This design comes from an exercise in tuning for small area on the open sky130 flow, not from production work.
At most, simulation tests tie the RTL to the original design; equivalence was not proved.
Power is estimated from default activity; no workload was simulated.

north:
==> flow/design.v <==
`timescale 1ns / 1ps
module DigitalClock(
    input clk,  
    input rst,  
    input btnC, btnU, btnL, btnR, btnD,  
    input [2:0] sw,
    output reg [6:0] seg,
    output reg [3:0] an,
    output reg [0:0] led
    );
    reg [1:0]  cnt_hi;
    reg [12:0] cnt_lo;
    reg [7:0]  d_counter;
    reg [1:0]  current_LED;
    reg [2:0]  Sec_t;   
    reg [3:0]  Sec_u;   
    wire [6:0] Seconds = {Sec_t, Sec_u};
    reg [3:0]  Minutes;
    reg        current_bit;
    reg        Current_Mode;       
    reg [6:0]  Seconds_alarm, Seconds_alarm_reset;
    reg [3:0]  Minutes_alarm, Minutes_alarm_reset;
    reg [3:0]  dig;                
    reg [3:0]  mem0, mem2;   
    reg [2:0]  mem1;         
    reg [1:0]  mem3;         
    reg [3:0]  seg_code;           
    wire lo_zero12 = ~|cnt_lo[11:0];
    wire lo_last = cnt_lo[12] & lo_zero12;                    
    wire [12:0] lo_next = {cnt_lo[11:0], cnt_lo[12] ^ cnt_lo[3] ^ cnt_lo[2] ^ cnt_lo[0] ^ lo_zero12};
    wire full  = lo_last & (&cnt_hi);                         
    wire tick  = Current_Mode & ((|cnt_hi) | lo_last);        
    wire sec_inc = full & (~Current_Mode | sw[0]);
    wire d_wrap = d_counter[1] & d_counter[2] & d_counter[3] & d_counter[4] & d_counter[6];
    wire [7:0] d_next = {d_counter[6:0], ~(d_counter[7] ^ d_counter[3] ^ d_counter[2] ^ d_counter[1])};
    wire [1:0] cl_next = current_LED + {1'b0, d_wrap};
    wire S_zero  = ~|Seconds;
    wire S_ge60  = Sec_t[2] & Sec_t[1];
    wire M_zero  = ~|Minutes;
    wire M_ge12  = Minutes[3] & Minutes[2];
    wire u9 = Sec_u[3] & Sec_u[0];
    wire u0 = ~|Sec_u;
    wire [6:0] S_inc = u9 ? {Sec_t + 3'd1, 4'd0} : {Sec_t, Sec_u + 4'd1};
    wire [6:0] S_dec = u0 ? {(Sec_t == 3'd0) ? 3'd5 : Sec_t - 3'd1, 4'd9} : {Sec_t, Sec_u - 4'd1};
    wire [3:0] M_inc = Minutes + 4'd1;
    wire [3:0] M_dec = (Minutes == 4'd1) ? 4'd12 : Minutes - 4'd1;
    wire restore = tick & sw[2];
    wire bt   = tick & ~sw[2];                    
    wire dS   = btnD & ~(S_zero & M_zero);        
    wire zS   = rst | S_ge60;
    wire sInc = ~zS & (sec_inc | (bt & ~current_bit & btnU & ~dS));
    wire sSr  = ~zS & ~sec_inc & restore;
    wire sDec = ~zS & ~sec_inc & bt & ~current_bit & dS;
    wire s59  = ~zS & ~sec_inc & ~Current_Mode & btnC;
    wire sHold = ~(zS | sInc | sSr | sDec | s59);
    wire [6:0] S1 = ({7{sInc}} & S_inc) | ({7{sSr}} & Seconds_alarm_reset) | ({7{sDec}} & S_dec)
                  | ({7{s59}} & 7'h59) | ({7{sHold}} & Seconds);
    wire zM   = rst | M_ge12;
    wire dM   = btnD & ~M_zero & (current_bit | S_zero);
    wire mInc = ~zM & (S_ge60 | (bt & current_bit & btnU & ~btnD) | (bt & current_bit & btnU & M_zero));
    wire mMr  = ~zM & ~S_ge60 & restore;
    wire mDec = ~zM & ~S_ge60 & bt & dM;
    wire mHold = ~(zM | mInc | mMr | mDec);
    wire [3:0] M1 = ({4{mInc}} & M_inc) | ({4{mMr}} & Minutes_alarm_reset) | ({4{mDec}} & M_dec)
                  | ({4{mHold}} & Minutes);
    reg [3:0] dig_next;
    always @* begin
        case (cl_next)
            2'd0: dig_next = Sec_u;
            2'd1: dig_next = {1'b0, Sec_t};
            2'd2: dig_next = (Minutes == 4'd0 || Minutes >= 4'd12) ? 4'd2 : Minutes % 10;
            default: dig_next = (Minutes == 4'd0 || Minutes >= 4'd12) ? 4'd1 : Minutes / 10;
        endcase
    end
    reg [3:0] mem_cur;
    always @* begin
        case (current_LED)
            2'd0: mem_cur = mem0;
            2'd1: mem_cur = (&mem1) ? 4'd8 : {1'b0, mem1};
            2'd2: mem_cur = mem2;
            default: mem_cur = {mem3[1], 2'b00, mem3[0]};
        endcase
    end
    wire [3:0] c = seg_code;
    always @* begin
        seg[0] = (~c[0] & ~c[1] & c[2]) | (c[0] & ~c[1] & ~c[2] & ~c[3]);
        seg[1] = c[2] & (c[0] ^ c[1]);
        seg[2] = ~c[0] & c[1] & ~c[2];
        seg[3] = (c[0] & ~c[1] & ~c[2]) | (~c[0] & ~c[1] & c[2]) | (c[0] & c[1] & c[2]);
        seg[4] = c[0] | (~c[1] & c[2]);
        seg[5] = (c[0] & c[1]) | (c[1] & ~c[2]) | (c[0] & ~c[2] & ~c[3]);
        seg[6] = (c[0] & c[1] & c[2]) | (~c[1] & ~c[2] & ~c[3]);
    end
    always @(posedge clk) begin
        {Sec_t, Sec_u} <= S1;    
        Minutes <= M1;
        if (rst) begin
            cnt_hi <= 0;
            cnt_lo <= 0;
            d_counter <= 8'h60;
            current_LED <= 0;
            current_bit <= 0;
            Current_Mode <= 1'b1;
            Seconds_alarm <= 0;
            Minutes_alarm <= 12;
            Seconds_alarm_reset <= 0;
            Minutes_alarm_reset <= 12;
            dig <= 0;
            mem0 <= 8; mem1 <= 7; mem2 <= 8; mem3 <= 2;
            seg_code <= 8;
            an <= 0;
            led <= 0;
        end else begin
            if (tick & ~sw[0]) begin
                cnt_hi <= 0;
                cnt_lo <= 0;
            end else begin
                cnt_hi <= cnt_hi + {1'b0, lo_last};
                cnt_lo <= lo_next;
            end
            d_counter <= d_wrap ? 8'h60 : d_next;
            current_LED <= cl_next;
            Current_Mode <= Current_Mode ^ btnC;
            if (!Current_Mode && btnC) current_bit <= 0;
            else if (tick && (btnL || btnR)) current_bit <= ~current_bit;
            if (Current_Mode && btnC) begin
                Seconds_alarm_reset <= Seconds;
                Minutes_alarm_reset <= Minutes;
            end
            if (tick && sw[1]) begin
                Seconds_alarm <= Seconds;
                Minutes_alarm <= Minutes;
            end
            if (tick && sw[0])
                led <= (Minutes_alarm == Minutes) && (Seconds_alarm == Seconds);
            dig <= dig_next;
            case (current_LED)
                2'd0: mem0 <= dig;
                2'd1: mem1 <= dig[2:0] | {3{dig[3]}};
                2'd2: mem2 <= dig;
                default: mem3 <= {dig[3], dig[0]};
            endcase
            seg_code <= mem_cur;
            case (current_LED)
                2'd0: an <= 4'b1110;
                2'd1: an <= 4'b1101;
                2'd2: an <= 4'b1011;
                default: an <= 4'b0111;
            endcase
        end
    end
endmodule
Settings: LEC_CHECK=0, CAP_MARGIN=20, CORE_MARGIN=2, CORE_UTILIZATION=40, SLEW_MARGIN=20; clock period 10.0 ns.
standard.sh (not shown) runs the stock make flow with config.mk's settings and CLKGATE_MAP_FILE= SYNTH_SCRIPT=/design/flow/synth_recipe.tcl, a recipe that flattens the netlist after the stock synthesis.
==> flow/flow/run.sh <==
#!/bin/bash
# Own layout flow: the standard ORFS flow with a smaller clock tree (small leaf
# buffers, no dummy loads) and the smallest buffer cell on the ports.
set -euo pipefail
export BUFFER_PORTS_ARGS="-buffer_cell sky130_fd_sc_hd__buf_1"
export CTS_ARGS="-sink_clustering_enable -repair_clock_nets -sink_clustering_size 100 -sink_clustering_max_diameter 1000 -root_buf sky130_fd_sc_hd__clkbuf_8 -buf_list sky130_fd_sc_hd__clkbuf_2 -dont_use_dummy_load"
bash standard.sh finish > standard.log 2>&1
diff inputs: north => south
diff --git a/flow/design.v b/flow/design.v
--- a/flow/design.v
+++ b/flow/design.v
@@ -6,5 +6,5 @@
     input [2:0] sw,
     output reg [6:0] seg,
-    output reg [3:0] an,
+    output [3:0] an,
     output reg [0:0] led
     );
@@ -26,4 +26,5 @@
     reg [1:0]  mem3;         
     reg [3:0]  seg_code;           
+    reg        fresh;              
     wire lo_zero12 = ~|cnt_lo[11:0];
     wire lo_last = cnt_lo[12] & lo_zero12;                    
@@ -32,6 +33,8 @@
     wire tick  = Current_Mode & ((|cnt_hi) | lo_last);        
     wire sec_inc = full & (~Current_Mode | sw[0]);
-    wire d_wrap = d_counter[1] & d_counter[2] & d_counter[3] & d_counter[4] & d_counter[6];
-    wire [7:0] d_next = {d_counter[6:0], ~(d_counter[7] ^ d_counter[3] ^ d_counter[2] ^ d_counter[1])};
+    wire d_z = ~(d_counter[0] | d_counter[3] | d_counter[4] | d_counter[7]);
+    wire d_wrap  = d_z & d_counter[5];     
+    wire d_start = d_z & ~d_counter[1];    
+    wire [7:0] d_next = {d_counter[6:0], ~(d_counter[7] ^ d_counter[6] ^ d_counter[5] ^ d_counter[0])};
     wire [1:0] cl_next = current_LED + {1'b0, d_wrap};
     wire S_zero  = ~|Seconds;
@@ -64,4 +67,5 @@
     wire [3:0] M1 = ({4{mInc}} & M_inc) | ({4{mMr}} & Minutes_alarm_reset) | ({4{mDec}} & M_dec)
                   | ({4{mHold}} & Minutes);
+    wire M_ge10 = Minutes[3] & (Minutes[2] | Minutes[1]);
     reg [3:0] dig_next;
     always @* begin
@@ -69,6 +73,6 @@
             2'd0: dig_next = Sec_u;
             2'd1: dig_next = {1'b0, Sec_t};
-            2'd2: dig_next = (Minutes == 4'd0 || Minutes >= 4'd12) ? 4'd2 : Minutes % 10;
-            default: dig_next = (Minutes == 4'd0 || Minutes >= 4'd12) ? 4'd1 : Minutes / 10;
+            2'd2: dig_next = M_zero ? 4'd2 : M_ge10 ? {2'b00, Minutes[2], Minutes[0]} : Minutes;
+            default: dig_next = {3'b000, M_zero | M_ge10};
         endcase
     end
@@ -82,4 +86,6 @@
         endcase
     end
+    wire [1:0] shown = current_LED - {1'b0, d_start};
+    assign an = fresh ? 4'b0000 : ~(4'b0001 << shown);
     wire [3:0] c = seg_code;
     always @* begin
@@ -94,9 +100,10 @@
     always @(posedge clk) begin
         {Sec_t, Sec_u} <= S1;    
+        fresh <= rst;
         Minutes <= M1;
         if (rst) begin
             cnt_hi <= 0;
             cnt_lo <= 0;
-            d_counter <= 8'h60;
+            d_counter <= 8'h00;
             current_LED <= 0;
             current_bit <= 0;
@@ -109,5 +116,4 @@
             mem0 <= 8; mem1 <= 7; mem2 <= 8; mem3 <= 2;
             seg_code <= 8;
-            an <= 0;
             led <= 0;
         end else begin
@@ -119,5 +125,5 @@
                 cnt_lo <= lo_next;
             end
-            d_counter <= d_wrap ? 8'h60 : d_next;
+            d_counter <= d_wrap ? 8'h00 : d_next;
             current_LED <= cl_next;
             Current_Mode <= Current_Mode ^ btnC;
@@ -142,10 +148,4 @@
             endcase
             seg_code <= mem_cur;
-            case (current_LED)
-                2'd0: an <= 4'b1110;
-                2'd1: an <= 4'b1101;
-                2'd2: an <= 4'b1011;
-                default: an <= 4'b0111;
-            endcase
         end
     end
Findings:
south — clock network fraction of design power 1.9 points lower, north as reference. When south is set beside north, its post-route met1 wirelength turns out to be 4.0% smaller. south vs north, post-synthesis cell area went down by about 1.1%. south vs. north: static power due to leakage now larger, area of the die now smaller. Re final critical-path required period: south is 65 ps down on north. Changes observed in south relative to north: setup slack of the most critical reg-to-reg path higher; synthesized instance count increased by 2 relative to the old numbers; first-pass GRT wire length went up; register bit total from synthesis saw a decrease. Lower count of cell types in the netlist among north and south: south. Global-route usage over all layers for south is higher than for north. Summary of south over north: proportion of power drawn by combinational gates now larger, worst supply voltage drop on vdd now smaller.
Only the layout flow was run in north; the RTL was not checked for function there.

separate check: timing with driven ports:
In the flow no input, the clock included, has a driving cell. The finished layouts below were timed again as built, in two steps. Step 1 sets driving cells, clkbuf_16 on the clock port and buf_2 on the other inputs (assumed; they add their load-dependent delay and slew). Step 2, shift: input delay + t, output delay - t, t = (earliest + latest rising clock arrival at the registers) / 2. This alone moves slack from input paths to output paths. Slacks: ideal ports / drivers / drivers and shift; pairs: ideal ports / drivers.
run | shift t [ns] | setup WS [ns] | hold slack, ns | worst setup path at the end
north | 0.365 | 5.885 / 5.894 / 5.529 | 0.417 / 0.417 / 0.417 | input to register
south | 0.372 | 5.950 / 5.956 / 5.584 | 0.426 / 0.426 / 0.426 | input to register
After both steps setup and hold are still met in every run listed. For south, which loses most, drivers alone change the setup slack by +0.006 ns; drivers and shift together by -0.366 ns.
